This design comes from an exercise in tuning for small area and a short achievable clock period on the open sky130 flow, not from production work.
RTL that was checked went through simulation tests only; none was proved equivalent to the original.
The RTL of run 2 was laid out without a check of its function.
Power and IR drop assume default switching activity.

==> flow/design.v, too long to show whole: its modules and the start of the top module <==
// module eq_streaming: 1345 lines
// module eq_gmux13: 12 lines
// module eq_fa: 4 lines
// module eq_ha: 4 lines
// module eq_gc: 3 lines
// module eq_and: 3 lines
module eq_streaming #(
	parameter integer C_S_AXI_DATA_WIDTH = 32
)
(
    input aclk,
    input aresetn,
    input [C_S_AXI_DATA_WIDTH-1:0] D_READY,
    input [C_S_AXI_DATA_WIDTH-1:0] FFT_PTNS,
    input [C_S_AXI_DATA_WIDTH-1:0] FFT_BKTS,
    input [C_S_AXI_DATA_WIDTH-1:0] my_reg0,
    input [C_S_AXI_DATA_WIDTH-1:0] my_reg1,
    input [C_S_AXI_DATA_WIDTH-1:0] my_reg2,
    input [C_S_AXI_DATA_WIDTH-1:0] my_reg3,
    input [C_S_AXI_DATA_WIDTH-1:0] my_reg4,
    input [C_S_AXI_DATA_WIDTH-1:0] my_reg5,
    input [C_S_AXI_DATA_WIDTH-1:0] my_reg6,
    input [C_S_AXI_DATA_WIDTH-1:0] my_reg7,
    input [C_S_AXI_DATA_WIDTH-1:0] my_reg8,
    input [C_S_AXI_DATA_WIDTH-1:0] my_reg9,
    input [C_S_AXI_DATA_WIDTH-1:0] my_reg10,
    input [C_S_AXI_DATA_WIDTH-1:0] my_reg11,
    input [C_S_AXI_DATA_WIDTH-1:0] my_reg12,
    input [C_S_AXI_DATA_WIDTH-1:0] s_axis_data,
    output reg s_axis_ready,
    input s_axis_valid,
    output reg [C_S_AXI_DATA_WIDTH-1:0] m_axis_data,
    input m_axis_ready,
    output reg m_axis_valid
);
  // ...
==> flow/flow/run.sh <==
#!/bin/bash
set -euo pipefail
MARGIN=$(cat flow/margin.txt)
bash standard.sh SETUP_SLACK_MARGIN=$MARGIN \
  "BUFFER_PORTS_ARGS=-buffer_cell sky130_fd_sc_hd__buf_1" finish > make_finish.log 2>&1
==> flow/flow/margin.txt <==
7
==> flow/standard.sh <==
#!/bin/bash
# synth_recipe.tcl (not shown) runs the flow's synth.tcl, then flattens the netlist and writes it again
# the make line also repeats each setting of config.mk as NAME=value (left out here)
make -C /OpenROAD-flow-scripts/flow DESIGN_CONFIG=/design/flow/config.mk WORK_HOME=/design/flow/orfs CLKGATE_MAP_FILE= SYNTH_SCRIPT=/design/flow/synth_recipe.tcl "${@:-finish}"
==> flow/config.mk <==
export PLATFORM = sky130hd
export DESIGN_NAME = eq_streaming
export DESIGN_NICKNAME = eq_streaming
export VERILOG_FILES = /design/flow/design.v
export SDC_FILE = /design/flow/constraint.sdc
export NUM_CORES = 4
export LEC_CHECK = 0
export CAP_MARGIN = 20
export CORE_MARGIN = 2
export CORE_UTILIZATION = 45
export CTS_CLUSTER_DIAMETER = 100
export CTS_CLUSTER_SIZE = 30
export PLACE_DENSITY = 0.6
export SLEW_MARGIN = 20
export SYNTH_HIERARCHICAL = 1
==> flow/constraint.sdc <==
create_clock -name core_clock -period 10.0 [get_ports {aclk}]
set_input_delay 2.0000 -clock core_clock [delete_from_list [all_inputs] [get_ports {aclk}]]
set_output_delay 2.0000 -clock core_clock [all_outputs]
set_load 0.01 [all_outputs]
==> results.py, run 1 <==
metrics = {
    "layout": {
        "final_util_pct": 52.1,
        "final-clk-cell-share_pct": 2.20,
        "layout_common_cells": "a22oi_1, buf_1, xnor2_1",
        "inverters": 34,
        "multi_input_area_share_pct": 61.4,
        "multi_input_area_um2": 13700,
    },
    "detailed_routing": {
        "wirelength_um": 73700,
        "vias": 17000,
    },
    "clocking": {
        "postCtsHoldBufs": 0,
    },
    "placement": {
        "finalWeightedCongestion": 1.04,
        "hpwl_um": 56500,
    },
    "setup_path": {
        "max_stage_delay_ps": 350,
        "cpMaxStageDelayCell": "dfxtp_2",
        "cp_top_family": "flip-flops",
        "crit_start": "m_axis_valid$_SDFF_PN0_",
        "critPathArrivalTime_ps": 980,
    },
    "outcome": {
        "status": "no timing/DRC/antenna violations",
    },
    "global_route": {
        "overflow": 0,
    },
    "timing": {
        "setup_ws_ps": 7020,
        "slew_headroom_pct": 45.3,
    },
    "logic_synthesis": {
        "synthMuxAreaShare_pct": 1.06,
        "synth_seq_cells": 241,
        "synthAdderAreaFrac_pct": 24.5,
        "synth.most_common_cell": "a22oi_1",
        "synth_warnings": 7,
    },
    "power_and_ir_drop": {
        "powerDensity_nw_per_um2": 266,
        "finalPower_mw": 5.95,
    },
    "run": {
        "drv_cap": 0,
    },
    "die": {
        "well_tap_count": 585,
    },
}
==> inputs of run 2 (changes only) <==
--- a/flow/design.v
+++ b/flow/design.v
@@ -279,157 +279,161 @@
 wire re_w166, re_w167;
-eq_fa re_fa168 (.a(re_w9), .b(re_w31), .c(re_w51), .s(re_w166), .co(re_w167));
+eq_ha re_ha168 (.a(re_w157), .b(re_w164), .s(re_w166), .co(re_w167));
 wire re_w168, re_w169;
-eq_fa re_fa170 (.a(re_w69), .b(re_w85), .c(re_w161), .s(re_w168), .co(re_w169));
+eq_fa re_fa170 (.a(re_w9), .b(re_w31), .c(re_w51), .s(re_w168), .co(re_w169));
 wire re_w170, re_w171;
-eq_ha re_ha172 (.a(re_w163), .b(re_w166), .s(re_w170), .co(re_w171));
+eq_fa re_fa172 (.a(re_w69), .b(re_w85), .c(re_w161), .s(re_w170), .co(re_w171));
 wire re_w172, re_w173;
-eq_fa re_fa174 (.a(re_neg[5]), .b(re_w10), .c(re_w32), .s(re_w172), .co(re_w173));
+eq_fa re_fa174 (.a(re_w163), .b(re_w168), .c(re_w165), .s(re_w172), .co(re_w173));
 wire re_w174, re_w175;
-eq_fa re_fa176 (.a(re_w52), .b(re_w70), .c(re_w86), .s(re_w174), .co(re_w175));
+eq_ha re_ha176 (.a(re_w170), .b(re_w167), .s(re_w174), .co(re_w175));
 wire re_w176, re_w177;
-eq_fa re_fa178 (.a(re_w100), .b(re_w167), .c(re_w172), .s(re_w176), .co(re_w177));
+eq_fa re_fa178 (.a(re_neg[5]), .b(re_w10), .c(re_w32), .s(re_w176), .co(re_w177));
 wire re_w178, re_w179;
-eq_ha re_ha180 (.a(re_w174), .b(re_w171), .s(re_w178), .co(re_w179));
+eq_fa re_fa180 (.a(re_w52), .b(re_w70), .c(re_w86), .s(re_w178), .co(re_w179));
 wire re_w180, re_w181;
-eq_fa re_fa182 (.a(re_w11), .b(re_w33), .c(re_w53), .s(re_w180), .co(re_w181));
+eq_fa re_fa182 (.a(re_w100), .b(re_w169), .c(re_w176), .s(re_w180), .co(re_w181));
 wire re_w182, re_w183;
-eq_fa re_fa184 (.a(re_w71), .b(re_w87), .c(re_w101), .s(re_w182), .co(re_w183));
+eq_fa re_fa184 (.a(re_w178), .b(re_w171), .c(re_w180), .s(re_w182), .co(re_w183));
 wire re_w184, re_w185;
-eq_fa re_fa186 (.a(re_w173), .b(re_w175), .c(re_w180), .s(re_w184), .co(re_w185));
+eq_fa re_fa186 (.a(re_w11), .b(re_w33), .c(re_w53), .s(re_w184), .co(re_w185));
 wire re_w186, re_w187;
-eq_ha re_ha188 (.a(re_w182), .b(re_w177), .s(re_w186), .co(re_w187));
+eq_fa re_fa188 (.a(re_w71), .b(re_w87), .c(re_w101), .s(re_w186), .co(re_w187));
 wire re_w188, re_w189;
-eq_fa re_fa190 (.a(re_neg[6]), .b(re_w12), .c(re_w34), .s(re_w188), .co(re_w189));
+eq_fa re_fa190 (.a(re_w177), .b(re_w179), .c(re_w184), .s(re_w188), .co(re_w189));
 wire re_w190, re_w191;
-eq_fa re_fa192 (.a(re_w54), .b(re_w72), .c(re_w88), .s(re_w190), .co(re_w191));
+eq_ha re_ha192 (.a(re_w186), .b(re_w181), .s(re_w190), .co(re_w191));
 wire re_w192, re_w193;
-eq_fa re_fa194 (.a(re_w102), .b(re_w114), .c(re_w181), .s(re_w192), .co(re_w193));
+eq_fa re_fa194 (.a(re_neg[6]), .b(re_w12), .c(re_w34), .s(re_w192), .co(re_w193));
 wire re_w194, re_w195;
-eq_fa re_fa196 (.a(re_w183), .b(re_w188), .c(re_w190), .s(re_w194), .co(re_w195));
+eq_fa re_fa196 (.a(re_w54), .b(re_w72), .c(re_w88), .s(re_w194), .co(re_w195));
 wire re_w196, re_w197;
-eq_ha re_ha198 (.a(re_w185), .b(re_w192), .s(re_w196), .co(re_w197));
+eq_fa re_fa198 (.a(re_w102), .b(re_w114), .c(re_w185), .s(re_w196), .co(re_w197));
 wire re_w198, re_w199;
-eq_fa re_fa200 (.a(re_w13), .b(re_w35), .c(re_w55), .s(re_w198), .co(re_w199));
+eq_fa re_fa200 (.a(re_w187), .b(re_w192), .c(re_w194), .s(re_w198), .co(re_w199));
 wire re_w200, re_w201;
-eq_fa re_fa202 (.a(re_w73), .b(re_w89), .c(re_w103), .s(re_w200), .co(re_w201));
+eq_ha re_ha202 (.a(re_w189), .b(re_w196), .s(re_w200), .co(re_w201));
 wire re_w202, re_w203;
-eq_fa re_fa204 (.a(re_w115), .b(re_w189), .c(re_w191), .s(re_w202), .co(re_w203));
+eq_fa re_fa204 (.a(re_w13), .b(re_w35), .c(re_w55), .s(re_w202), .co(re_w203));
 wire re_w204, re_w205;
-eq_fa re_fa206 (.a(re_w198), .b(re_w200), .c(re_w193), .s(re_w204), .co(re_w205));
+eq_fa re_fa206 (.a(re_w73), .b(re_w89), .c(re_w103), .s(re_w204), .co(re_w205));
 wire re_w206, re_w207;
-eq_ha re_ha208 (.a(re_w195), .b(re_w202), .s(re_w206), .co(re_w207));
+eq_fa re_fa208 (.a(re_w115), .b(re_w193), .c(re_w195), .s(re_w206), .co(re_w207));
 wire re_w208, re_w209;
-eq_fa re_fa210 (.a(re_neg[7]), .b(re_w14), .c(re_w36), .s(re_w208), .co(re_w209));
+eq_fa re_fa210 (.a(re_w202), .b(re_w204), .c(re_w197), .s(re_w208), .co(re_w209));
 wire re_w210, re_w211;
-eq_fa re_fa212 (.a(re_w56), .b(re_w74), .c(re_w90), .s(re_w210), .co(re_w211));
+eq_ha re_ha212 (.a(re_w199), .b(re_w206), .s(re_w210), .co(re_w211));
 wire re_w212, re_w213;
-eq_fa re_fa214 (.a(re_w104), .b(re_w116), .c(re_w126), .s(re_w212), .co(re_w213));
+eq_fa re_fa214 (.a(re_neg[7]), .b(re_w14), .c(re_w36), .s(re_w212), .co(re_w213));
 wire re_w214, re_w215;
-eq_fa re_fa216 (.a(re_w199), .b(re_w201), .c(re_w208), .s(re_w214), .co(re_w215));
+eq_fa re_fa216 (.a(re_w56), .b(re_w74), .c(re_w90), .s(re_w214), .co(re_w215));
 wire re_w216, re_w217;
-eq_fa re_fa218 (.a(re_w210), .b(re_w212), .c(re_w203), .s(re_w216), .co(re_w217));
+eq_fa re_fa218 (.a(re_w104), .b(re_w116), .c(re_w126), .s(re_w216), .co(re_w217));
 wire re_w218, re_w219;
-eq_ha re_ha220 (.a(re_w214), .b(re_w207), .s(re_w218), .co(re_w219));
+eq_fa re_fa220 (.a(re_w203), .b(re_w205), .c(re_w212), .s(re_w218), .co(re_w219));
 wire re_w220, re_w221;
-eq_fa re_fa222 (.a(re_w15), .b(re_w37), .c(re_w57), .s(re_w220), .co(re_w221));
+eq_fa re_fa222 (.a(re_w214), .b(re_w216), .c(re_w207), .s(re_w220), .co(re_w221));
 wire re_w222, re_w223;
-eq_fa re_fa224 (.a(re_w75), .b(re_w91), .c(re_w105), .s(re_w222), .co(re_w223));
+eq_ha re_ha224 (.a(re_w218), .b(re_w211), .s(re_w222), .co(re_w223));
 wire re_w224, re_w225;
-eq_fa re_fa226 (.a(re_w117), .b(re_w127), .c(re_w209), .s(re_w224), .co(re_w225));
+eq_fa re_fa226 (.a(re_w15), .b(re_w37), .c(re_w57), .s(re_w224), .co(re_w225));
 wire re_w226, re_w227;
-eq_fa re_fa228 (.a(re_w211), .b(re_w213), .c(re_w220), .s(re_w226), .co(re_w227));
+eq_fa re_fa228 (.a(re_w75), .b(re_w91), .c(re_w105), .s(re_w226), .co(re_w227));
 wire re_w228, re_w229;
-eq_fa re_fa230 (.a(re_w222), .b(re_w215), .c(re_w224), .s(re_w228), .co(re_w229));
+eq_fa re_fa230 (.a(re_w117), .b(re_w127), .c(re_w213), .s(re_w228), .co(re_w229));
 wire re_w230, re_w231;
-eq_ha re_ha232 (.a(re_w226), .b(re_w217), .s(re_w230), .co(re_w231));
+eq_fa re_fa232 (.a(re_w215), .b(re_w217), .c(re_w224), .s(re_w230), .co(re_w231));
 wire re_w232, re_w233;
-eq_fa re_fa234 (.a(re_w16), .b(re_w38), .c(re_w58), .s(re_w232), .co(re_w233));
+eq_fa re_fa234 (.a(re_w226), .b(re_w219), .c(re_w228), .s(re_w232), .co(re_w233));
 wire re_w234, re_w235;
-eq_fa re_fa236 (.a(re_w76), .b(re_w92), .c(re_w106), .s(re_w234), .co(re_w235));
+eq_ha re_ha236 (.a(re_w230), .b(re_w221), .s(re_w234), .co(re_w235));
 wire re_w236, re_w237;
-eq_fa re_fa238 (.a(re_w118), .b(re_w128), .c(re_w221), .s(re_w236), .co(re_w237));
+eq_fa re_fa238 (.a(re_w16), .b(re_w38), .c(re_w58), .s(re_w236), .co(re_w237));
 wire re_w238, re_w239;
-eq_fa re_fa240 (.a(re_w223), .b(re_w232), .c(re_w234), .s(re_w238), .co(re_w239));
+eq_fa re_fa240 (.a(re_w76), .b(re_w92), .c(re_w106), .s(re_w238), .co(re_w239));
 wire re_w240, re_w241;
-eq_fa re_fa242 (.a(re_w225), .b(re_w227), .c(re_w236), .s(re_w240), .co(re_w241));
+eq_fa re_fa242 (.a(re_w118), .b(re_w128), .c(re_w225), .s(re_w240), .co(re_w241));
 wire re_w242, re_w243;
-eq_ha re_ha244 (.a(re_w238), .b(re_w229), .s(re_w242), .co(re_w243));
+eq_fa re_fa244 (.a(re_w227), .b(re_w236), .c(re_w238), .s(re_w242), .co(re_w243));
 wire re_w244, re_w245;
-eq_fa re_fa246 (.a(re_w17), .b(re_w39), .c(re_w59), .s(re_w244), .co(re_w245));
+eq_fa re_fa246 (.a(re_w229), .b(re_w231), .c(re_w240), .s(re_w244), .co(re_w245));
 wire re_w246, re_w247;
-eq_fa re_fa248 (.a(re_w77), .b(re_w93), .c(re_w107), .s(re_w246), .co(re_w247));
+eq_ha re_ha248 (.a(re_w242), .b(re_w233), .s(re_w246), .co(re_w247));
 wire re_w248, re_w249;
-eq_fa re_fa250 (.a(re_w119), .b(re_w129), .c(re_w233), .s(re_w248), .co(re_w249));
+eq_fa re_fa250 (.a(re_w17), .b(re_w39), .c(re_w59), .s(re_w248), .co(re_w249));
 wire re_w250, re_w251;
-eq_fa re_fa252 (.a(re_w235), .b(re_w244), .c(re_w246), .s(re_w250), .co(re_w251));
+eq_fa re_fa252 (.a(re_w77), .b(re_w93), .c(re_w107), .s(re_w250), .co(re_w251));
 wire re_w252, re_w253;
-eq_fa re_fa254 (.a(re_w237), .b(re_w239), .c(re_w248), .s(re_w252), .co(re_w253));
+eq_fa re_fa254 (.a(re_w119), .b(re_w129), .c(re_w237), .s(re_w252), .co(re_w253));
 wire re_w254, re_w255;
-eq_ha re_ha256 (.a(re_w250), .b(re_w241), .s(re_w254), .co(re_w255));
+eq_fa re_fa256 (.a(re_w239), .b(re_w248), .c(re_w250), .s(re_w254), .co(re_w255));
 wire re_w256, re_w257;
-eq_fa re_fa258 (.a(re_w18), .b(re_w40), .c(re_w60), .s(re_w256), .co(re_w257));
+eq_fa re_fa258 (.a(re_w241), .b(re_w243), .c(re_w252), .s(re_w256), .co(re_w257));
 wire re_w258, re_w259;
-eq_fa re_fa260 (.a(re_w78), .b(re_w94), .c(re_w108), .s(re_w258), .co(re_w259));
+eq_ha re_ha260 (.a(re_w254), .b(re_w245), .s(re_w258), .co(re_w259));
 wire re_w260, re_w261;
-eq_fa re_fa262 (.a(re_w120), .b(re_w130), .c(re_w245), .s(re_w260), .co(re_w261));
+eq_fa re_fa262 (.a(re_w18), .b(re_w40), .c(re_w60), .s(re_w260), .co(re_w261));
 wire re_w262, re_w263;
-eq_fa re_fa264 (.a(re_w247), .b(re_w256), .c(re_w258), .s(re_w262), .co(re_w263));
+eq_fa re_fa264 (.a(re_w78), .b(re_w94), .c(re_w108), .s(re_w262), .co(re_w263));
 wire re_w264, re_w265;
-eq_fa re_fa266 (.a(re_w249), .b(re_w251), .c(re_w260), .s(re_w264), .co(re_w265));
+eq_fa re_fa266 (.a(re_w120), .b(re_w130), .c(re_w249), .s(re_w264), .co(re_w265));
 wire re_w266, re_w267;
-eq_ha re_ha268 (.a(re_w262), .b(re_w253), .s(re_w266), .co(re_w267));
+eq_fa re_fa268 (.a(re_w251), .b(re_w260), .c(re_w262), .s(re_w266), .co(re_w267));
 wire re_w268, re_w269;
-eq_fa re_fa270 (.a(re_w19), .b(re_w41), .c(re_w61), .s(re_w268), .co(re_w269));
+eq_fa re_fa270 (.a(re_w253), .b(re_w255), .c(re_w264), .s(re_w268), .co(re_w269));
 wire re_w270, re_w271;
-eq_fa re_fa272 (.a(re_w79), .b(re_w95), .c(re_w109), .s(re_w270), .co(re_w271));
+eq_ha re_ha272 (.a(re_w266), .b(re_w257), .s(re_w270), .co(re_w271));
 wire re_w272, re_w273;
-eq_fa re_fa274 (.a(re_w121), .b(re_w131), .c(re_w257), .s(re_w272), .co(re_w273));
+eq_fa re_fa274 (.a(re_w19), .b(re_w41), .c(re_w61), .s(re_w272), .co(re_w273));
 wire re_w274, re_w275;
-eq_fa re_fa276 (.a(re_w259), .b(re_w268), .c(re_w270), .s(re_w274), .co(re_w275));
+eq_fa re_fa276 (.a(re_w79), .b(re_w95), .c(re_w109), .s(re_w274), .co(re_w275));
 wire re_w276, re_w277;
-eq_fa re_fa278 (.a(re_w261), .b(re_w263), .c(re_w272), .s(re_w276), .co(re_w277));
+eq_fa re_fa278 (.a(re_w121), .b(re_w131), .c(re_w261), .s(re_w276), .co(re_w277));
 wire re_w278, re_w279;
-eq_ha re_ha280 (.a(re_w274), .b(re_w265), .s(re_w278), .co(re_w279));
+eq_fa re_fa280 (.a(re_w263), .b(re_w272), .c(re_w274), .s(re_w278), .co(re_w279));
 wire re_w280, re_w281;
-eq_fa re_fa282 (.a(re_w20), .b(re_w42), .c(re_w62), .s(re_w280), .co(re_w281));
+eq_fa re_fa282 (.a(re_w265), .b(re_w267), .c(re_w276), .s(re_w280), .co(re_w281));
 wire re_w282, re_w283;
-eq_fa re_fa284 (.a(re_w80), .b(re_w96), .c(re_w110), .s(re_w282), .co(re_w283));
+eq_ha re_ha284 (.a(re_w278), .b(re_w269), .s(re_w282), .co(re_w283));
 wire re_w284, re_w285;
-eq_fa re_fa286 (.a(re_w122), .b(re_w132), .c(re_w269), .s(re_w284), .co(re_w285));
+eq_fa re_fa286 (.a(re_w20), .b(re_w42), .c(re_w62), .s(re_w284), .co(re_w285));
 wire re_w286, re_w287;
-eq_fa re_fa288 (.a(re_w271), .b(re_w280), .c(re_w282), .s(re_w286), .co(re_w287));
+eq_fa re_fa288 (.a(re_w80), .b(re_w96), .c(re_w110), .s(re_w286), .co(re_w287));
 wire re_w288, re_w289;
-eq_fa re_fa290 (.a(re_w273), .b(re_w275), .c(re_w284), .s(re_w288), .co(re_w289));
+eq_fa re_fa290 (.a(re_w122), .b(re_w132), .c(re_w273), .s(re_w288), .co(re_w289));
 wire re_w290, re_w291;
-eq_ha re_ha292 (.a(re_w286), .b(re_w277), .s(re_w290), .co(re_w291));
+eq_fa re_fa292 (.a(re_w275), .b(re_w284), .c(re_w286), .s(re_w290), .co(re_w291));
 wire re_w292, re_w293;
-eq_fa re_fa294 (.a(re_w21), .b(re_w43), .c(re_w63), .s(re_w292), .co(re_w293));
+eq_fa re_fa294 (.a(re_w277), .b(re_w279), .c(re_w288), .s(re_w292), .co(re_w293));
 wire re_w294, re_w295;
-eq_fa re_fa296 (.a(re_w81), .b(re_w97), .c(re_w111), .s(re_w294), .co(re_w295));
+eq_ha re_ha296 (.a(re_w290), .b(re_w281), .s(re_w294), .co(re_w295));
 wire re_w296, re_w297;
-eq_fa re_fa298 (.a(re_w123), .b(re_w133), .c(re_w281), .s(re_w296), .co(re_w297));
+eq_fa re_fa298 (.a(re_w21), .b(re_w43), .c(re_w63), .s(re_w296), .co(re_w297));
 wire re_w298, re_w299;
-eq_fa re_fa300 (.a(re_w283), .b(re_w292), .c(re_w294), .s(re_w298), .co(re_w299));
+eq_fa re_fa300 (.a(re_w81), .b(re_w97), .c(re_w111), .s(re_w298), .co(re_w299));
 wire re_w300, re_w301;
-eq_fa re_fa302 (.a(re_w285), .b(re_w287), .c(re_w296), .s(re_w300), .co(re_w301));
+eq_fa re_fa302 (.a(re_w123), .b(re_w133), .c(re_w285), .s(re_w300), .co(re_w301));
 wire re_w302, re_w303;
-eq_ha re_ha304 (.a(re_w298), .b(re_w289), .s(re_w302), .co(re_w303));
+eq_fa re_fa304 (.a(re_w287), .b(re_w296), .c(re_w298), .s(re_w302), .co(re_w303));
 wire re_w304, re_w305;
-eq_fa re_fa306 (.a(re_w22), .b(re_w44), .c(re_w64), .s(re_w304), .co(re_w305));
+eq_fa re_fa306 (.a(re_w289), .b(re_w291), .c(re_w300), .s(re_w304), .co(re_w305));
 wire re_w306, re_w307;
-eq_fa re_fa308 (.a(re_w82), .b(re_w98), .c(re_w112), .s(re_w306), .co(re_w307));
+eq_ha re_ha308 (.a(re_w302), .b(re_w293), .s(re_w306), .co(re_w307));
 wire re_w308, re_w309;
-eq_fa re_fa310 (.a(re_w124), .b(re_w134), .c(re_w293), .s(re_w308), .co(re_w309));
+eq_fa re_fa310 (.a(re_w22), .b(re_w44), .c(re_w64), .s(re_w308), .co(re_w309));
 wire re_w310, re_w311;
-eq_fa re_fa312 (.a(re_w295), .b(re_w304), .c(re_w306), .s(re_w310), .co(re_w311));
+eq_fa re_fa312 (.a(re_w82), .b(re_w98), .c(re_w112), .s(re_w310), .co(re_w311));
 wire re_w312, re_w313;
-eq_fa re_fa314 (.a(re_w297), .b(re_w299), .c(re_w308), .s(re_w312), .co(re_w313));
+eq_fa re_fa314 (.a(re_w124), .b(re_w134), .c(re_w297), .s(re_w312), .co(re_w313));
 wire re_w314, re_w315;
-eq_ha re_ha316 (.a(re_w310), .b(re_w301), .s(re_w314), .co(re_w315));
-wire re_w316 = re_w23 ^ re_w45 ^ re_w65;
-wire re_w317 = re_w83 ^ re_w99 ^ re_w113;
-wire re_w318 = re_w125 ^ re_w135 ^ re_w316;
-wire re_w319 = re_w317 ^ re_w305 ^ re_w307;
-wire re_w320 = re_w318 ^ re_w319 ^ re_w309;
-wire re_w321 = re_w311 ^ re_w320;
+eq_fa re_fa316 (.a(re_w299), .b(re_w308), .c(re_w310), .s(re_w314), .co(re_w315));
+wire re_w316, re_w317;
+eq_fa re_fa318 (.a(re_w301), .b(re_w303), .c(re_w312), .s(re_w316), .co(re_w317));
+wire re_w318, re_w319;
+eq_ha re_ha320 (.a(re_w314), .b(re_w305), .s(re_w318), .co(re_w319));
+wire re_w320 = re_w23 ^ re_w45 ^ re_w65;
+wire re_w321 = re_w83 ^ re_w99 ^ re_w113;
+wire re_w322 = re_w125 ^ re_w135 ^ re_w320;
+wire re_w323 = re_w321 ^ re_w309 ^ re_w311;
+wire re_w324 = re_w322 ^ re_w323 ^ re_w313;
+wire re_w325 = re_w315 ^ re_w324;
 wire [8:0] re_lo = {1'b0, re_w156, re_w150, re_w144, re_w140, re_w137, re_w24, re_w1, re_w0} + {1'b0, re_w158, re_w152, re_w146, re_w142, re_w138, re_w136, 1'b0, re_neg[0]};
@@ -438,6 +442,4 @@
 reg re_q8_1;
-reg re_q8_2;
 reg re_q9_0;
 reg re_q9_1;
-reg re_q9_2;
 reg re_q10_0;
@@ -486,55 +488,49 @@
     re_c8 <= re_lo[8];
-    re_q8_0 <= re_w157;
-    re_q8_1 <= re_w159;
-    re_q8_2 <= re_w164;
-    re_q9_0 <= re_w165;
-    re_q9_1 <= re_w168;
-    re_q9_2 <= re_w170;
-    re_q10_0 <= re_w169;
-    re_q10_1 <= re_w176;
-    re_q10_2 <= re_w178;
-    re_q11_0 <= re_w179;
-    re_q11_1 <= re_w184;
-    re_q11_2 <= re_w186;
-    re_q12_0 <= re_w194;
-    re_q12_1 <= re_w187;
-    re_q12_2 <= re_w196;
-    re_q13_0 <= re_w197;
-    re_q13_1 <= re_w204;
-    re_q13_2 <= re_w206;
-    re_q14_0 <= re_w205;
-    re_q14_1 <= re_w216;
-    re_q14_2 <= re_w218;
-    re_q15_0 <= re_w219;
-    re_q15_1 <= re_w228;
-    re_q15_2 <= re_w230;
-    re_q16_0 <= re_w240;
-    re_q16_1 <= re_w231;
-    re_q16_2 <= re_w242;
-    re_q17_0 <= re_w252;
-    re_q17_1 <= re_w243;
-    re_q17_2 <= re_w254;
-    re_q18_0 <= re_w264;
-    re_q18_1 <= re_w255;
-    re_q18_2 <= re_w266;
-    re_q19_0 <= re_w276;
-    re_q19_1 <= re_w267;
-    re_q19_2 <= re_w278;
-    re_q20_0 <= re_w288;
-    re_q20_1 <= re_w279;
-    re_q20_2 <= re_w290;
-    re_q21_0 <= re_w300;
-    re_q21_1 <= re_w291;
-    re_q21_2 <= re_w302;
-    re_q22_0 <= re_w312;
-    re_q22_1 <= re_w303;
-    re_q22_2 <= re_w314;
-    re_q23_0 <= re_w313;
-    re_q23_1 <= re_w315;
-    re_q23_2 <= re_w321;
+    re_q8_0 <= re_w159;
+    re_q8_1 <= re_w166;
+    re_q9_0 <= re_w172;
+    re_q9_1 <= re_w174;
+    re_q10_0 <= re_w173;
+    re_q10_1 <= re_w175;
+    re_q10_2 <= re_w182;
+    re_q11_0 <= re_w188;
+    re_q11_1 <= re_w183;
+    re_q11_2 <= re_w190;
+    re_q12_0 <= re_w198;
+    re_q12_1 <= re_w191;
+    re_q12_2 <= re_w200;
+    re_q13_0 <= re_w201;
+    re_q13_1 <= re_w208;
+    re_q13_2 <= re_w210;
+    re_q14_0 <= re_w209;
+    re_q14_1 <= re_w220;
+    re_q14_2 <= re_w222;
+    re_q15_0 <= re_w223;
+    re_q15_1 <= re_w232;
+    re_q15_2 <= re_w234;
+    re_q16_0 <= re_w244;
+    re_q16_1 <= re_w235;
+    re_q16_2 <= re_w246;
+    re_q17_0 <= re_w256;
+    re_q17_1 <= re_w247;
+    re_q17_2 <= re_w258;
+    re_q18_0 <= re_w268;
+    re_q18_1 <= re_w259;
+    re_q18_2 <= re_w270;
+    re_q19_0 <= re_w280;
+    re_q19_1 <= re_w271;
+    re_q19_2 <= re_w282;
+    re_q20_0 <= re_w292;
+    re_q20_1 <= re_w283;
+    re_q20_2 <= re_w294;
+    re_q21_0 <= re_w304;
+    re_q21_1 <= re_w295;
+    re_q21_2 <= re_w306;
+    re_q22_0 <= re_w316;
+    re_q22_1 <= re_w307;
+    re_q22_2 <= re_w318;
+    re_q23_0 <= re_w317;
+    re_q23_1 <= re_w319;
+    re_q23_2 <= re_w325;
 end
-wire re_w322, re_w323;
-eq_fa re_fa324 (.a(re_q8_0), .b(re_q8_1), .c(re_q8_2), .s(re_w322), .co(re_w323));
-wire re_w324, re_w325;
-eq_fa re_fa326 (.a(re_q9_0), .b(re_q9_1), .c(re_q9_2), .s(re_w324), .co(re_w325));
 wire re_w326, re_w327;
@@ -567,5 +563,5 @@
 wire re_w353, re_w354;
-eq_ha re_ha355 (.a(re_w323), .b(re_w324), .s(re_w353), .co(re_w354));
+eq_ha re_ha355 (.a(re_q8_0), .b(re_q8_1), .s(re_w353), .co(re_w354));
 wire re_w355, re_w356;
-eq_ha re_ha357 (.a(re_w325), .b(re_w326), .s(re_w355), .co(re_w356));
+eq_ha re_ha357 (.a(re_q9_0), .b(re_q9_1), .s(re_w355), .co(re_w356));
 wire re_w357, re_w358;
@@ -596,7 +592,7 @@
 wire re_w382;
-eq_and re_c383 (.a(re_w322), .b(re_c8), .y(re_w382));
+eq_gc re_gc383 (.gh(re_w354), .ph(re_w353), .gl(re_c8), .g(re_w382));
 wire re_w383;
-eq_gc re_gc384 (.gh(re_w356), .ph(re_w355), .gl(re_w354), .g(re_w383));
+eq_and re_c384 (.a(re_w326), .b(re_w356), .y(re_w383));
 wire re_w384;
-eq_and re_c385 (.a(re_w355), .b(re_w353), .y(re_w384));
+eq_and re_c385 (.a(re_w326), .b(re_w355), .y(re_w384));
 wire re_w385;
@@ -626,3 +622,3 @@
 wire re_w397;
-eq_gc re_gc398 (.gh(re_w354), .ph(re_w353), .gl(re_w382), .g(re_w397));
+eq_gc re_gc398 (.gh(re_w356), .ph(re_w355), .gl(re_w382), .g(re_w397));
 wire re_w398;
@@ -695,5 +691,5 @@
 eq_and re_c432 (.a(re_w381), .b(re_w430), .y(re_w431));
-wire re_w432 = re_w322 ^ re_c8;
-wire re_w433 = re_w353 ^ re_w382;
-wire re_w434 = re_w355 ^ re_w397;
+wire re_w432 = re_w353 ^ re_c8;
+wire re_w433 = re_w355 ^ re_w382;
+wire re_w434 = re_w326 ^ re_w397;
 wire re_w435 = re_w357 ^ re_w398;
@@ -906,157 +902,161 @@
 wire im_w166, im_w167;
-eq_fa im_fa168 (.a(im_w9), .b(im_w31), .c(im_w51), .s(im_w166), .co(im_w167));
+eq_ha im_ha168 (.a(im_w157), .b(im_w164), .s(im_w166), .co(im_w167));
 wire im_w168, im_w169;
-eq_fa im_fa170 (.a(im_w69), .b(im_w85), .c(im_w161), .s(im_w168), .co(im_w169));
+eq_fa im_fa170 (.a(im_w9), .b(im_w31), .c(im_w51), .s(im_w168), .co(im_w169));
 wire im_w170, im_w171;
-eq_ha im_ha172 (.a(im_w163), .b(im_w166), .s(im_w170), .co(im_w171));
+eq_fa im_fa172 (.a(im_w69), .b(im_w85), .c(im_w161), .s(im_w170), .co(im_w171));
 wire im_w172, im_w173;
-eq_fa im_fa174 (.a(im_neg[5]), .b(im_w10), .c(im_w32), .s(im_w172), .co(im_w173));
+eq_fa im_fa174 (.a(im_w163), .b(im_w168), .c(im_w165), .s(im_w172), .co(im_w173));
 wire im_w174, im_w175;
-eq_fa im_fa176 (.a(im_w52), .b(im_w70), .c(im_w86), .s(im_w174), .co(im_w175));
+eq_ha im_ha176 (.a(im_w170), .b(im_w167), .s(im_w174), .co(im_w175));
 wire im_w176, im_w177;
-eq_fa im_fa178 (.a(im_w100), .b(im_w167), .c(im_w172), .s(im_w176), .co(im_w177));
+eq_fa im_fa178 (.a(im_neg[5]), .b(im_w10), .c(im_w32), .s(im_w176), .co(im_w177));
 wire im_w178, im_w179;
-eq_ha im_ha180 (.a(im_w174), .b(im_w171), .s(im_w178), .co(im_w179));
+eq_fa im_fa180 (.a(im_w52), .b(im_w70), .c(im_w86), .s(im_w178), .co(im_w179));
 wire im_w180, im_w181;
-eq_fa im_fa182 (.a(im_w11), .b(im_w33), .c(im_w53), .s(im_w180), .co(im_w181));
+eq_fa im_fa182 (.a(im_w100), .b(im_w169), .c(im_w176), .s(im_w180), .co(im_w181));
 wire im_w182, im_w183;
-eq_fa im_fa184 (.a(im_w71), .b(im_w87), .c(im_w101), .s(im_w182), .co(im_w183));
+eq_fa im_fa184 (.a(im_w178), .b(im_w171), .c(im_w180), .s(im_w182), .co(im_w183));
 wire im_w184, im_w185;
-eq_fa im_fa186 (.a(im_w173), .b(im_w175), .c(im_w180), .s(im_w184), .co(im_w185));
+eq_fa im_fa186 (.a(im_w11), .b(im_w33), .c(im_w53), .s(im_w184), .co(im_w185));
 wire im_w186, im_w187;
-eq_ha im_ha188 (.a(im_w182), .b(im_w177), .s(im_w186), .co(im_w187));
+eq_fa im_fa188 (.a(im_w71), .b(im_w87), .c(im_w101), .s(im_w186), .co(im_w187));
 wire im_w188, im_w189;
-eq_fa im_fa190 (.a(im_neg[6]), .b(im_w12), .c(im_w34), .s(im_w188), .co(im_w189));
+eq_fa im_fa190 (.a(im_w177), .b(im_w179), .c(im_w184), .s(im_w188), .co(im_w189));
 wire im_w190, im_w191;
-eq_fa im_fa192 (.a(im_w54), .b(im_w72), .c(im_w88), .s(im_w190), .co(im_w191));
+eq_ha im_ha192 (.a(im_w186), .b(im_w181), .s(im_w190), .co(im_w191));
 wire im_w192, im_w193;
-eq_fa im_fa194 (.a(im_w102), .b(im_w114), .c(im_w181), .s(im_w192), .co(im_w193));
+eq_fa im_fa194 (.a(im_neg[6]), .b(im_w12), .c(im_w34), .s(im_w192), .co(im_w193));
 wire im_w194, im_w195;
-eq_fa im_fa196 (.a(im_w183), .b(im_w188), .c(im_w190), .s(im_w194), .co(im_w195));
+eq_fa im_fa196 (.a(im_w54), .b(im_w72), .c(im_w88), .s(im_w194), .co(im_w195));
 wire im_w196, im_w197;
-eq_ha im_ha198 (.a(im_w185), .b(im_w192), .s(im_w196), .co(im_w197));
+eq_fa im_fa198 (.a(im_w102), .b(im_w114), .c(im_w185), .s(im_w196), .co(im_w197));
 wire im_w198, im_w199;
-eq_fa im_fa200 (.a(im_w13), .b(im_w35), .c(im_w55), .s(im_w198), .co(im_w199));
+eq_fa im_fa200 (.a(im_w187), .b(im_w192), .c(im_w194), .s(im_w198), .co(im_w199));
 wire im_w200, im_w201;
-eq_fa im_fa202 (.a(im_w73), .b(im_w89), .c(im_w103), .s(im_w200), .co(im_w201));
+eq_ha im_ha202 (.a(im_w189), .b(im_w196), .s(im_w200), .co(im_w201));
 wire im_w202, im_w203;
-eq_fa im_fa204 (.a(im_w115), .b(im_w189), .c(im_w191), .s(im_w202), .co(im_w203));
+eq_fa im_fa204 (.a(im_w13), .b(im_w35), .c(im_w55), .s(im_w202), .co(im_w203));
 wire im_w204, im_w205;
-eq_fa im_fa206 (.a(im_w198), .b(im_w200), .c(im_w193), .s(im_w204), .co(im_w205));
+eq_fa im_fa206 (.a(im_w73), .b(im_w89), .c(im_w103), .s(im_w204), .co(im_w205));
 wire im_w206, im_w207;
-eq_ha im_ha208 (.a(im_w195), .b(im_w202), .s(im_w206), .co(im_w207));
+eq_fa im_fa208 (.a(im_w115), .b(im_w193), .c(im_w195), .s(im_w206), .co(im_w207));
 wire im_w208, im_w209;
-eq_fa im_fa210 (.a(im_neg[7]), .b(im_w14), .c(im_w36), .s(im_w208), .co(im_w209));
+eq_fa im_fa210 (.a(im_w202), .b(im_w204), .c(im_w197), .s(im_w208), .co(im_w209));
 wire im_w210, im_w211;
-eq_fa im_fa212 (.a(im_w56), .b(im_w74), .c(im_w90), .s(im_w210), .co(im_w211));
+eq_ha im_ha212 (.a(im_w199), .b(im_w206), .s(im_w210), .co(im_w211));
 wire im_w212, im_w213;
-eq_fa im_fa214 (.a(im_w104), .b(im_w116), .c(im_w126), .s(im_w212), .co(im_w213));
+eq_fa im_fa214 (.a(im_neg[7]), .b(im_w14), .c(im_w36), .s(im_w212), .co(im_w213));
 wire im_w214, im_w215;
-eq_fa im_fa216 (.a(im_w199), .b(im_w201), .c(im_w208), .s(im_w214), .co(im_w215));
+eq_fa im_fa216 (.a(im_w56), .b(im_w74), .c(im_w90), .s(im_w214), .co(im_w215));
 wire im_w216, im_w217;
-eq_fa im_fa218 (.a(im_w210), .b(im_w212), .c(im_w203), .s(im_w216), .co(im_w217));
+eq_fa im_fa218 (.a(im_w104), .b(im_w116), .c(im_w126), .s(im_w216), .co(im_w217));
 wire im_w218, im_w219;
-eq_ha im_ha220 (.a(im_w214), .b(im_w207), .s(im_w218), .co(im_w219));
+eq_fa im_fa220 (.a(im_w203), .b(im_w205), .c(im_w212), .s(im_w218), .co(im_w219));
 wire im_w220, im_w221;
-eq_fa im_fa222 (.a(im_w15), .b(im_w37), .c(im_w57), .s(im_w220), .co(im_w221));
+eq_fa im_fa222 (.a(im_w214), .b(im_w216), .c(im_w207), .s(im_w220), .co(im_w221));
 wire im_w222, im_w223;
-eq_fa im_fa224 (.a(im_w75), .b(im_w91), .c(im_w105), .s(im_w222), .co(im_w223));
+eq_ha im_ha224 (.a(im_w218), .b(im_w211), .s(im_w222), .co(im_w223));
 wire im_w224, im_w225;
-eq_fa im_fa226 (.a(im_w117), .b(im_w127), .c(im_w209), .s(im_w224), .co(im_w225));
+eq_fa im_fa226 (.a(im_w15), .b(im_w37), .c(im_w57), .s(im_w224), .co(im_w225));
 wire im_w226, im_w227;
-eq_fa im_fa228 (.a(im_w211), .b(im_w213), .c(im_w220), .s(im_w226), .co(im_w227));
+eq_fa im_fa228 (.a(im_w75), .b(im_w91), .c(im_w105), .s(im_w226), .co(im_w227));
 wire im_w228, im_w229;
-eq_fa im_fa230 (.a(im_w222), .b(im_w215), .c(im_w224), .s(im_w228), .co(im_w229));
+eq_fa im_fa230 (.a(im_w117), .b(im_w127), .c(im_w213), .s(im_w228), .co(im_w229));
 wire im_w230, im_w231;
-eq_ha im_ha232 (.a(im_w226), .b(im_w217), .s(im_w230), .co(im_w231));
+eq_fa im_fa232 (.a(im_w215), .b(im_w217), .c(im_w224), .s(im_w230), .co(im_w231));
 wire im_w232, im_w233;
-eq_fa im_fa234 (.a(im_w16), .b(im_w38), .c(im_w58), .s(im_w232), .co(im_w233));
+eq_fa im_fa234 (.a(im_w226), .b(im_w219), .c(im_w228), .s(im_w232), .co(im_w233));
 wire im_w234, im_w235;
-eq_fa im_fa236 (.a(im_w76), .b(im_w92), .c(im_w106), .s(im_w234), .co(im_w235));
+eq_ha im_ha236 (.a(im_w230), .b(im_w221), .s(im_w234), .co(im_w235));
 wire im_w236, im_w237;
-eq_fa im_fa238 (.a(im_w118), .b(im_w128), .c(im_w221), .s(im_w236), .co(im_w237));
+eq_fa im_fa238 (.a(im_w16), .b(im_w38), .c(im_w58), .s(im_w236), .co(im_w237));
 wire im_w238, im_w239;
-eq_fa im_fa240 (.a(im_w223), .b(im_w232), .c(im_w234), .s(im_w238), .co(im_w239));
+eq_fa im_fa240 (.a(im_w76), .b(im_w92), .c(im_w106), .s(im_w238), .co(im_w239));
 wire im_w240, im_w241;
-eq_fa im_fa242 (.a(im_w225), .b(im_w227), .c(im_w236), .s(im_w240), .co(im_w241));
+eq_fa im_fa242 (.a(im_w118), .b(im_w128), .c(im_w225), .s(im_w240), .co(im_w241));
 wire im_w242, im_w243;
-eq_ha im_ha244 (.a(im_w238), .b(im_w229), .s(im_w242), .co(im_w243));
+eq_fa im_fa244 (.a(im_w227), .b(im_w236), .c(im_w238), .s(im_w242), .co(im_w243));
 wire im_w244, im_w245;
-eq_fa im_fa246 (.a(im_w17), .b(im_w39), .c(im_w59), .s(im_w244), .co(im_w245));
+eq_fa im_fa246 (.a(im_w229), .b(im_w231), .c(im_w240), .s(im_w244), .co(im_w245));
 wire im_w246, im_w247;
-eq_fa im_fa248 (.a(im_w77), .b(im_w93), .c(im_w107), .s(im_w246), .co(im_w247));
+eq_ha im_ha248 (.a(im_w242), .b(im_w233), .s(im_w246), .co(im_w247));
 wire im_w248, im_w249;
-eq_fa im_fa250 (.a(im_w119), .b(im_w129), .c(im_w233), .s(im_w248), .co(im_w249));
+eq_fa im_fa250 (.a(im_w17), .b(im_w39), .c(im_w59), .s(im_w248), .co(im_w249));
 wire im_w250, im_w251;
-eq_fa im_fa252 (.a(im_w235), .b(im_w244), .c(im_w246), .s(im_w250), .co(im_w251));
+eq_fa im_fa252 (.a(im_w77), .b(im_w93), .c(im_w107), .s(im_w250), .co(im_w251));
 wire im_w252, im_w253;
-eq_fa im_fa254 (.a(im_w237), .b(im_w239), .c(im_w248), .s(im_w252), .co(im_w253));
+eq_fa im_fa254 (.a(im_w119), .b(im_w129), .c(im_w237), .s(im_w252), .co(im_w253));
 wire im_w254, im_w255;
-eq_ha im_ha256 (.a(im_w250), .b(im_w241), .s(im_w254), .co(im_w255));
+eq_fa im_fa256 (.a(im_w239), .b(im_w248), .c(im_w250), .s(im_w254), .co(im_w255));
 wire im_w256, im_w257;
-eq_fa im_fa258 (.a(im_w18), .b(im_w40), .c(im_w60), .s(im_w256), .co(im_w257));
+eq_fa im_fa258 (.a(im_w241), .b(im_w243), .c(im_w252), .s(im_w256), .co(im_w257));
 wire im_w258, im_w259;
-eq_fa im_fa260 (.a(im_w78), .b(im_w94), .c(im_w108), .s(im_w258), .co(im_w259));
+eq_ha im_ha260 (.a(im_w254), .b(im_w245), .s(im_w258), .co(im_w259));
 wire im_w260, im_w261;
-eq_fa im_fa262 (.a(im_w120), .b(im_w130), .c(im_w245), .s(im_w260), .co(im_w261));
+eq_fa im_fa262 (.a(im_w18), .b(im_w40), .c(im_w60), .s(im_w260), .co(im_w261));
 wire im_w262, im_w263;
-eq_fa im_fa264 (.a(im_w247), .b(im_w256), .c(im_w258), .s(im_w262), .co(im_w263));
+eq_fa im_fa264 (.a(im_w78), .b(im_w94), .c(im_w108), .s(im_w262), .co(im_w263));
 wire im_w264, im_w265;
-eq_fa im_fa266 (.a(im_w249), .b(im_w251), .c(im_w260), .s(im_w264), .co(im_w265));
+eq_fa im_fa266 (.a(im_w120), .b(im_w130), .c(im_w249), .s(im_w264), .co(im_w265));
 wire im_w266, im_w267;
-eq_ha im_ha268 (.a(im_w262), .b(im_w253), .s(im_w266), .co(im_w267));
+eq_fa im_fa268 (.a(im_w251), .b(im_w260), .c(im_w262), .s(im_w266), .co(im_w267));
 wire im_w268, im_w269;
-eq_fa im_fa270 (.a(im_w19), .b(im_w41), .c(im_w61), .s(im_w268), .co(im_w269));
+eq_fa im_fa270 (.a(im_w253), .b(im_w255), .c(im_w264), .s(im_w268), .co(im_w269));
 wire im_w270, im_w271;
-eq_fa im_fa272 (.a(im_w79), .b(im_w95), .c(im_w109), .s(im_w270), .co(im_w271));
+eq_ha im_ha272 (.a(im_w266), .b(im_w257), .s(im_w270), .co(im_w271));
 wire im_w272, im_w273;
-eq_fa im_fa274 (.a(im_w121), .b(im_w131), .c(im_w257), .s(im_w272), .co(im_w273));
+eq_fa im_fa274 (.a(im_w19), .b(im_w41), .c(im_w61), .s(im_w272), .co(im_w273));
 wire im_w274, im_w275;
-eq_fa im_fa276 (.a(im_w259), .b(im_w268), .c(im_w270), .s(im_w274), .co(im_w275));
+eq_fa im_fa276 (.a(im_w79), .b(im_w95), .c(im_w109), .s(im_w274), .co(im_w275));
 wire im_w276, im_w277;
-eq_fa im_fa278 (.a(im_w261), .b(im_w263), .c(im_w272), .s(im_w276), .co(im_w277));
+eq_fa im_fa278 (.a(im_w121), .b(im_w131), .c(im_w261), .s(im_w276), .co(im_w277));
 wire im_w278, im_w279;
-eq_ha im_ha280 (.a(im_w274), .b(im_w265), .s(im_w278), .co(im_w279));
+eq_fa im_fa280 (.a(im_w263), .b(im_w272), .c(im_w274), .s(im_w278), .co(im_w279));
 wire im_w280, im_w281;
-eq_fa im_fa282 (.a(im_w20), .b(im_w42), .c(im_w62), .s(im_w280), .co(im_w281));
+eq_fa im_fa282 (.a(im_w265), .b(im_w267), .c(im_w276), .s(im_w280), .co(im_w281));
 wire im_w282, im_w283;
-eq_fa im_fa284 (.a(im_w80), .b(im_w96), .c(im_w110), .s(im_w282), .co(im_w283));
+eq_ha im_ha284 (.a(im_w278), .b(im_w269), .s(im_w282), .co(im_w283));
 wire im_w284, im_w285;
-eq_fa im_fa286 (.a(im_w122), .b(im_w132), .c(im_w269), .s(im_w284), .co(im_w285));
+eq_fa im_fa286 (.a(im_w20), .b(im_w42), .c(im_w62), .s(im_w284), .co(im_w285));
 wire im_w286, im_w287;
-eq_fa im_fa288 (.a(im_w271), .b(im_w280), .c(im_w282), .s(im_w286), .co(im_w287));
+eq_fa im_fa288 (.a(im_w80), .b(im_w96), .c(im_w110), .s(im_w286), .co(im_w287));
 wire im_w288, im_w289;
-eq_fa im_fa290 (.a(im_w273), .b(im_w275), .c(im_w284), .s(im_w288), .co(im_w289));
+eq_fa im_fa290 (.a(im_w122), .b(im_w132), .c(im_w273), .s(im_w288), .co(im_w289));
 wire im_w290, im_w291;
-eq_ha im_ha292 (.a(im_w286), .b(im_w277), .s(im_w290), .co(im_w291));
+eq_fa im_fa292 (.a(im_w275), .b(im_w284), .c(im_w286), .s(im_w290), .co(im_w291));
 wire im_w292, im_w293;
-eq_fa im_fa294 (.a(im_w21), .b(im_w43), .c(im_w63), .s(im_w292), .co(im_w293));
+eq_fa im_fa294 (.a(im_w277), .b(im_w279), .c(im_w288), .s(im_w292), .co(im_w293));
 wire im_w294, im_w295;
-eq_fa im_fa296 (.a(im_w81), .b(im_w97), .c(im_w111), .s(im_w294), .co(im_w295));
+eq_ha im_ha296 (.a(im_w290), .b(im_w281), .s(im_w294), .co(im_w295));
 wire im_w296, im_w297;
-eq_fa im_fa298 (.a(im_w123), .b(im_w133), .c(im_w281), .s(im_w296), .co(im_w297));
+eq_fa im_fa298 (.a(im_w21), .b(im_w43), .c(im_w63), .s(im_w296), .co(im_w297));
 wire im_w298, im_w299;
-eq_fa im_fa300 (.a(im_w283), .b(im_w292), .c(im_w294), .s(im_w298), .co(im_w299));
+eq_fa im_fa300 (.a(im_w81), .b(im_w97), .c(im_w111), .s(im_w298), .co(im_w299));
 wire im_w300, im_w301;
-eq_fa im_fa302 (.a(im_w285), .b(im_w287), .c(im_w296), .s(im_w300), .co(im_w301));
+eq_fa im_fa302 (.a(im_w123), .b(im_w133), .c(im_w285), .s(im_w300), .co(im_w301));
 wire im_w302, im_w303;
-eq_ha im_ha304 (.a(im_w298), .b(im_w289), .s(im_w302), .co(im_w303));
+eq_fa im_fa304 (.a(im_w287), .b(im_w296), .c(im_w298), .s(im_w302), .co(im_w303));
 wire im_w304, im_w305;
-eq_fa im_fa306 (.a(im_w22), .b(im_w44), .c(im_w64), .s(im_w304), .co(im_w305));
+eq_fa im_fa306 (.a(im_w289), .b(im_w291), .c(im_w300), .s(im_w304), .co(im_w305));
 wire im_w306, im_w307;
-eq_fa im_fa308 (.a(im_w82), .b(im_w98), .c(im_w112), .s(im_w306), .co(im_w307));
+eq_ha im_ha308 (.a(im_w302), .b(im_w293), .s(im_w306), .co(im_w307));
 wire im_w308, im_w309;
-eq_fa im_fa310 (.a(im_w124), .b(im_w134), .c(im_w293), .s(im_w308), .co(im_w309));
+eq_fa im_fa310 (.a(im_w22), .b(im_w44), .c(im_w64), .s(im_w308), .co(im_w309));
 wire im_w310, im_w311;
-eq_fa im_fa312 (.a(im_w295), .b(im_w304), .c(im_w306), .s(im_w310), .co(im_w311));
+eq_fa im_fa312 (.a(im_w82), .b(im_w98), .c(im_w112), .s(im_w310), .co(im_w311));
 wire im_w312, im_w313;
-eq_fa im_fa314 (.a(im_w297), .b(im_w299), .c(im_w308), .s(im_w312), .co(im_w313));
+eq_fa im_fa314 (.a(im_w124), .b(im_w134), .c(im_w297), .s(im_w312), .co(im_w313));
 wire im_w314, im_w315;
-eq_ha im_ha316 (.a(im_w310), .b(im_w301), .s(im_w314), .co(im_w315));
-wire im_w316 = im_w23 ^ im_w45 ^ im_w65;
-wire im_w317 = im_w83 ^ im_w99 ^ im_w113;
-wire im_w318 = im_w125 ^ im_w135 ^ im_w316;
-wire im_w319 = im_w317 ^ im_w305 ^ im_w307;
-wire im_w320 = im_w318 ^ im_w319 ^ im_w309;
-wire im_w321 = im_w311 ^ im_w320;
+eq_fa im_fa316 (.a(im_w299), .b(im_w308), .c(im_w310), .s(im_w314), .co(im_w315));
+wire im_w316, im_w317;
+eq_fa im_fa318 (.a(im_w301), .b(im_w303), .c(im_w312), .s(im_w316), .co(im_w317));
+wire im_w318, im_w319;
+eq_ha im_ha320 (.a(im_w314), .b(im_w305), .s(im_w318), .co(im_w319));
+wire im_w320 = im_w23 ^ im_w45 ^ im_w65;
+wire im_w321 = im_w83 ^ im_w99 ^ im_w113;
+wire im_w322 = im_w125 ^ im_w135 ^ im_w320;
+wire im_w323 = im_w321 ^ im_w309 ^ im_w311;
+wire im_w324 = im_w322 ^ im_w323 ^ im_w313;
+wire im_w325 = im_w315 ^ im_w324;
 wire [8:0] im_lo = {1'b0, im_w156, im_w150, im_w144, im_w140, im_w137, im_w24, im_w1, im_w0} + {1'b0, im_w158, im_w152, im_w146, im_w142, im_w138, im_w136, 1'b0, im_neg[0]};
@@ -1065,6 +1065,4 @@
 reg im_q8_1;
-reg im_q8_2;
 reg im_q9_0;
 reg im_q9_1;
-reg im_q9_2;
 reg im_q10_0;
@@ -1113,55 +1111,49 @@
     im_c8 <= im_lo[8];
-    im_q8_0 <= im_w157;
-    im_q8_1 <= im_w159;
-    im_q8_2 <= im_w164;
-    im_q9_0 <= im_w165;
-    im_q9_1 <= im_w168;
-    im_q9_2 <= im_w170;
-    im_q10_0 <= im_w169;
-    im_q10_1 <= im_w176;
-    im_q10_2 <= im_w178;
-    im_q11_0 <= im_w179;
-    im_q11_1 <= im_w184;
-    im_q11_2 <= im_w186;
-    im_q12_0 <= im_w194;
-    im_q12_1 <= im_w187;
-    im_q12_2 <= im_w196;
-    im_q13_0 <= im_w197;
-    im_q13_1 <= im_w204;
-    im_q13_2 <= im_w206;
-    im_q14_0 <= im_w205;
-    im_q14_1 <= im_w216;
-    im_q14_2 <= im_w218;
-    im_q15_0 <= im_w219;
-    im_q15_1 <= im_w228;
-    im_q15_2 <= im_w230;
-    im_q16_0 <= im_w240;
-    im_q16_1 <= im_w231;
-    im_q16_2 <= im_w242;
-    im_q17_0 <= im_w252;
-    im_q17_1 <= im_w243;
-    im_q17_2 <= im_w254;
-    im_q18_0 <= im_w264;
-    im_q18_1 <= im_w255;
-    im_q18_2 <= im_w266;
-    im_q19_0 <= im_w276;
-    im_q19_1 <= im_w267;
-    im_q19_2 <= im_w278;
-    im_q20_0 <= im_w288;
-    im_q20_1 <= im_w279;
-    im_q20_2 <= im_w290;
-    im_q21_0 <= im_w300;
-    im_q21_1 <= im_w291;
-    im_q21_2 <= im_w302;
-    im_q22_0 <= im_w312;
-    im_q22_1 <= im_w303;
-    im_q22_2 <= im_w314;
-    im_q23_0 <= im_w313;
-    im_q23_1 <= im_w315;
-    im_q23_2 <= im_w321;
+    im_q8_0 <= im_w159;
+    im_q8_1 <= im_w166;
+    im_q9_0 <= im_w172;
+    im_q9_1 <= im_w174;
+    im_q10_0 <= im_w173;
+    im_q10_1 <= im_w175;
+    im_q10_2 <= im_w182;
+    im_q11_0 <= im_w188;
+    im_q11_1 <= im_w183;
+    im_q11_2 <= im_w190;
+    im_q12_0 <= im_w198;
+    im_q12_1 <= im_w191;
+    im_q12_2 <= im_w200;
+    im_q13_0 <= im_w201;
+    im_q13_1 <= im_w208;
+    im_q13_2 <= im_w210;
+    im_q14_0 <= im_w209;
+    im_q14_1 <= im_w220;
+    im_q14_2 <= im_w222;
+    im_q15_0 <= im_w223;
+    im_q15_1 <= im_w232;
+    im_q15_2 <= im_w234;
+    im_q16_0 <= im_w244;
+    im_q16_1 <= im_w235;
+    im_q16_2 <= im_w246;
+    im_q17_0 <= im_w256;
+    im_q17_1 <= im_w247;
+    im_q17_2 <= im_w258;
+    im_q18_0 <= im_w268;
+    im_q18_1 <= im_w259;
+    im_q18_2 <= im_w270;
+    im_q19_0 <= im_w280;
+    im_q19_1 <= im_w271;
+    im_q19_2 <= im_w282;
+    im_q20_0 <= im_w292;
+    im_q20_1 <= im_w283;
+    im_q20_2 <= im_w294;
+    im_q21_0 <= im_w304;
+    im_q21_1 <= im_w295;
+    im_q21_2 <= im_w306;
+    im_q22_0 <= im_w316;
+    im_q22_1 <= im_w307;
+    im_q22_2 <= im_w318;
+    im_q23_0 <= im_w317;
+    im_q23_1 <= im_w319;
+    im_q23_2 <= im_w325;
 end
-wire im_w322, im_w323;
-eq_fa im_fa324 (.a(im_q8_0), .b(im_q8_1), .c(im_q8_2), .s(im_w322), .co(im_w323));
-wire im_w324, im_w325;
-eq_fa im_fa326 (.a(im_q9_0), .b(im_q9_1), .c(im_q9_2), .s(im_w324), .co(im_w325));
 wire im_w326, im_w327;
@@ -1194,5 +1186,5 @@
 wire im_w353, im_w354;
-eq_ha im_ha355 (.a(im_w323), .b(im_w324), .s(im_w353), .co(im_w354));
+eq_ha im_ha355 (.a(im_q8_0), .b(im_q8_1), .s(im_w353), .co(im_w354));
 wire im_w355, im_w356;
-eq_ha im_ha357 (.a(im_w325), .b(im_w326), .s(im_w355), .co(im_w356));
+eq_ha im_ha357 (.a(im_q9_0), .b(im_q9_1), .s(im_w355), .co(im_w356));
 wire im_w357, im_w358;
@@ -1223,7 +1215,7 @@
 wire im_w382;
-eq_and im_c383 (.a(im_w322), .b(im_c8), .y(im_w382));
+eq_gc im_gc383 (.gh(im_w354), .ph(im_w353), .gl(im_c8), .g(im_w382));
 wire im_w383;
-eq_gc im_gc384 (.gh(im_w356), .ph(im_w355), .gl(im_w354), .g(im_w383));
+eq_and im_c384 (.a(im_w326), .b(im_w356), .y(im_w383));
 wire im_w384;
-eq_and im_c385 (.a(im_w355), .b(im_w353), .y(im_w384));
+eq_and im_c385 (.a(im_w326), .b(im_w355), .y(im_w384));
 wire im_w385;
@@ -1253,3 +1245,3 @@
 wire im_w397;
-eq_gc im_gc398 (.gh(im_w354), .ph(im_w353), .gl(im_w382), .g(im_w397));
+eq_gc im_gc398 (.gh(im_w356), .ph(im_w355), .gl(im_w382), .g(im_w397));
 wire im_w398;
@@ -1322,5 +1314,5 @@
 eq_and im_c432 (.a(im_w381), .b(im_w430), .y(im_w431));
-wire im_w432 = im_w322 ^ im_c8;
-wire im_w433 = im_w353 ^ im_w382;
-wire im_w434 = im_w355 ^ im_w397;
+wire im_w432 = im_w353 ^ im_c8;
+wire im_w433 = im_w355 ^ im_w382;
+wire im_w434 = im_w326 ^ im_w397;
 wire im_w435 = im_w357 ^ im_w398;
--- a/flow/config.mk
+++ b/flow/config.mk
@@ -10,4 +10,4 @@
 export CORE_UTILIZATION = 45
-export CTS_CLUSTER_DIAMETER = 100
-export CTS_CLUSTER_SIZE = 30
+export CTS_CLUSTER_DIAMETER = 80
+export CTS_CLUSTER_SIZE = 20
 export PLACE_DENSITY = 0.6
==> results.py, run 2 <==
metrics = {
    "setup_path": {
        "timing.rr.end": "n[10]$_SDFFE_PN0P_",
        "cp-end-kind": "register",
        "cp-start-kind": "input pin",
        "r2r_setup_slack_ps": 6970,
        "ff2ff_path_depth": 10,
        "r2r-start": "n[4]$_SDFFE_PN0P_",
        "crit_fanout": 6,
        "critPathKind": "input pin to register",
        "critPathRequiredTime_ps": 10460,
        "critPathArrivalTime_ps": 3560,
    },
    "logic_synthesis": {
        "syn_area_um2": 19400,
        "netlist_top_cells_area": "dfxtp_1, fa_1, xnor2_1, a22oi_1, ha_1",
        "async_flop_share_pct": 0,
        "syn-num-nets": 2745,
        "synth_edf_count": 16,
        "ys_types": 66,
        "syn_inst": 1916,
        "yosys_most_used_dff": "dfxtp_1",
        "synth.most_common_cell": "a22oi_1",
        "netlist.area_leader.share_pct": 22.8,
        "avgSynthCellArea_um2": 10.1,
        "yosysTopAreaCell": "dfxtp_1",
        "ys_seq_area_share_pct": 25.2,
        "synth_warnings": 7,
        "synth_commonest_cells": "a22oi_1, xnor2_1, dfxtp_1",
        "synth_seq_cells": 237,
    },
    "power_and_ir_drop": {
        "switchingPower_mw": 2.47,
        "pwr-share-clk_pct": 12.9,
        "powerDensity_nw_per_um2": 265,
        "p_sw_share_pct": 41.7,
        "power_report.internal_total_mw": 3.45,
        "p_comb_share_pct": 62.0,
        "vdd_ir_drop_max_mv": 0.158,
        "sequentialPowerShare_pct": 25.1,
        "p_leak_nw": 8.31,
    },
    "die": {
        "rows": 76,
        "die_y_um": 212,
        "ioPinCount": 582,
        "fp.coreArea_um2": 42900,
        "dieArea_um2": 44900,
        "initial_core_util_pct": 45.3,
        "die_w_um": 212,
    },
    "detailed_routing": {
        "dr.pass1.iters": 9,
        "antenna_left": 0,
        "wirelength_um": 74100,
        "avgRoutedWirePerCell_um": 26.5,
        "drt-initial-drc-count": 2165,
        "drc": 0,
        "vias": 17000,
        "avgViaCountPerCell": 6.09,
    },
    "placement": {
        "finalWeightedCongestion": 1.04,
        "port_buffers": 401,
        "hpwl_um": 56800,
        "pre_cts_ws_ps": 5930,
        "placedCellCount": 2743,
    },
    "timing": {
        "setup_ws_ps": 6900,
        "slew_headroom_pct": 46.1,
        "drv_slew": 0,
        "tns_ps": 0,
        "max_freq_mhz": 323,
        "rsz0062_at_grt": "yes",
        "min_period_over_period_pct": 31.0,
        "final.setup_skew_ps": 16.5,
        "tightest_slew_ps": 808,
        "fin_crit_ps": 3100,
        "setup_violations": 0,
        "hold_viol_final": 0,
    },
    "layout": {
        "area_growth_pct": 14.9,
        "fillerInstances": 4021,
        "top_regs": "m_axis_data x32, g x24, rem x16",
        "drive_gt1_share_pct": 10.6,
        "layout_commonest_cell": "a22oi_1",
        "largest_register_ffs": 32,
        "layout_common_cells": "a22oi_1, buf_1, xnor2_1",
        "instances_no_fill": 2792,
        "final_nets": 3021,
        "regMostFlops": "m_axis_data",
    },
    "global_route": {
        "antenna_found_initial": 13,
        "grt_max_degree": 62,
        "busiest_layer": "met2",
        "use_met2_pct": 51.2,
        "overflow": 0,
        "grt_pass1_vias": 16500,
        "use_met1_pct": 45.4,
        "grt_pass1_wl_um": 108000,
        "track_usage_pct": 32.4,
        "gr-usage-met3_pct": 5.34,
    },
    "clocking": {
        "postCtsHoldBufs": 0,
        "cts_max_path_buffers": 3,
        "insertion_delay_ps": 520,
        "cts.clk_slew.worst_paths_ps": 80,
        "cts-buffers-inserted": 18,
        "cts.sinks": 237,
        "h-tree-depth": 1,
        "cts_tree": "yes",
        "cts_root_buf": "clkbuf_16",
    },
    "min_path": {
        "holdPathStages": 1,
        "hp-class": "register to register",
        "hold_path_end": "r1$_SDFF_PN0_",
        "hold_path_startpoint": "r0$_SDFF_PN0_",
    },
    "run": {
        "drv_cap": 0,
    },
    "outcome": {
        "status": "no timing/DRC/antenna violations",
    },
}
==> run 2: cell count changes after synthesis, sizes merged <==
cell / change
dfxtp: -4
==> run 2: worst max-delay path, stage by stage <==
cell       delay, ps
buf_8             80
nand2_4           40
or2_4            260
a2111oi_4        250
o32ai_4          160
nor3_4           240
buf_4            140
buf_6            110
and3_4           170
a221o_1           90
==> run 2: routing by layer <==
metal | routed length, um | up-vias
met2 | 33900 | 919
met5 | 41 | -
met3 | 6660 | 124
met1 | 30900 | 8480
li1 | - | 7476
met4 | 2550 | 6
==> run 2: cell type report <==
class | instances | area [um^2] | area share, %
antenna | 8 | 20.0 | 0.0896
multi-input combinational | 1456 | 13700 | 61.5
clock inverter | 7 | 98.8 | 0.442
tap | 585 | 732 | 3.27
timing repair buffer | 445 | 2120 | 9.48
clock buffer | 20 | 489 | 2.19
inverter | 34 | 128 | 0.571
sequential | 237 | 5020 | 22.5
==> run 2: per-module statistics from Yosys, one instance, submodules excluded <==
| module | cells inside | cell area (um^2) |
|---|---|---|
| eq_streaming | 1362 | 12900 |
| eq_gmux13 | 218 | 1600 |
| eq_fa | 1 | 20.0 |
| eq_ha | 1 | 12.5 |
| eq_gc | 1 | 7.51 |
| eq_and | 1 | 6.26 |
==> run 2: worst max-delay path by stage <==
stage | endpoint | from | depth (start not counted)
final | n[10]$_SDFFE_PN0P_ | m_axis_ready | 10
after global routing | n[10]$_SDFFE_PN0P_ | n[0]$_SDFFE_PN1P_ | 11
after CTS | n[5]$_SDFFE_PN0P_ | m_axis_ready | 10
after detailed placement | n[3]$_SDFFE_PN0P_ | m_axis_ready | 8
after global placement | n[3]$_SDFFE_PN0P_ | m_axis_ready | 8
after floorplan | n[6]$_SDFFE_PN0P_ | s_axis_valid | 9
==> run 2: what timing repair did <==
item | in CTS | in global routing
resized for setup | 106 | 65
pin swaps | 5 | 5
endpoints found under the setup margin | 151 | 68
buffers inserted | 8 | 6
==> run 2: cell families after synthesis <==
logic type,count (synthesis),synth area share (%)
xor gates and xnor gates,345,15.5
AOI/OAI and AO/OA,556,21.7
DFF,237,25.2
muxes,19,1.07
buffers and inverters,223,4.75
and+or+nand+nor,255,7.12
adders and majority gates,281,24.6
==> run 2: through the flow <==
stage               hold slack (ps)  area [um^2]  power [mW]  utilization [%]
global placement                414        21200        5.08             49.4
global route                    453        22400        6.48             52.1
finish                          439        22400        5.92             52.1
detailed placement              420        21200        5.16             49.4
CTS                             441        22000        5.96             51.4
floorplan                       412        19500        4.21                -
==> run 2: power by group through the flow <==
stage | clock [mW] | sequential, mW | combinational, mW
global placement | 0 | 1.49 | 3.59
CTS | 0.789 | 1.48 | 3.69
finish | 0.766 | 1.48 | 3.67
global route | 0.825 | 1.51 | 4.14
floorplan | 0 | 1.36 | 2.86
detailed placement | 0 | 1.50 | 3.66

[afterwards: timing with drivers on the ports]
The flow's constraints put no driver on any port. The routed layouts listed below were extracted and timed again, unchanged, in two steps. Step 1, drivers: a clkbuf_16 drives aclk and a buf_2 each remaining input, both assumed. Step 2 also shifts input and output timing later by t, the mid clock arrival at the registers, as if the neighbouring blocks saw the same clock. Three values: ideal ports, drivers, drivers and shift; two values: the first two.
run | t (ns) | slack for setup (ns) | worst register clock-pin slew, ns | cell pins on the clock port's net
run 1 | 0.567 | 7.015 / 6.924 / 6.357 | 0.11 / 0.11 | 1
run 2 | 0.568 | 6.900 / 6.814 / 6.246 | 0.09 / 0.09 | 1
After both steps every run listed still meets setup and hold. The setup slack of run 1, which loses most, moves by -0.091 ns with the drivers and by -0.658 ns with both steps.
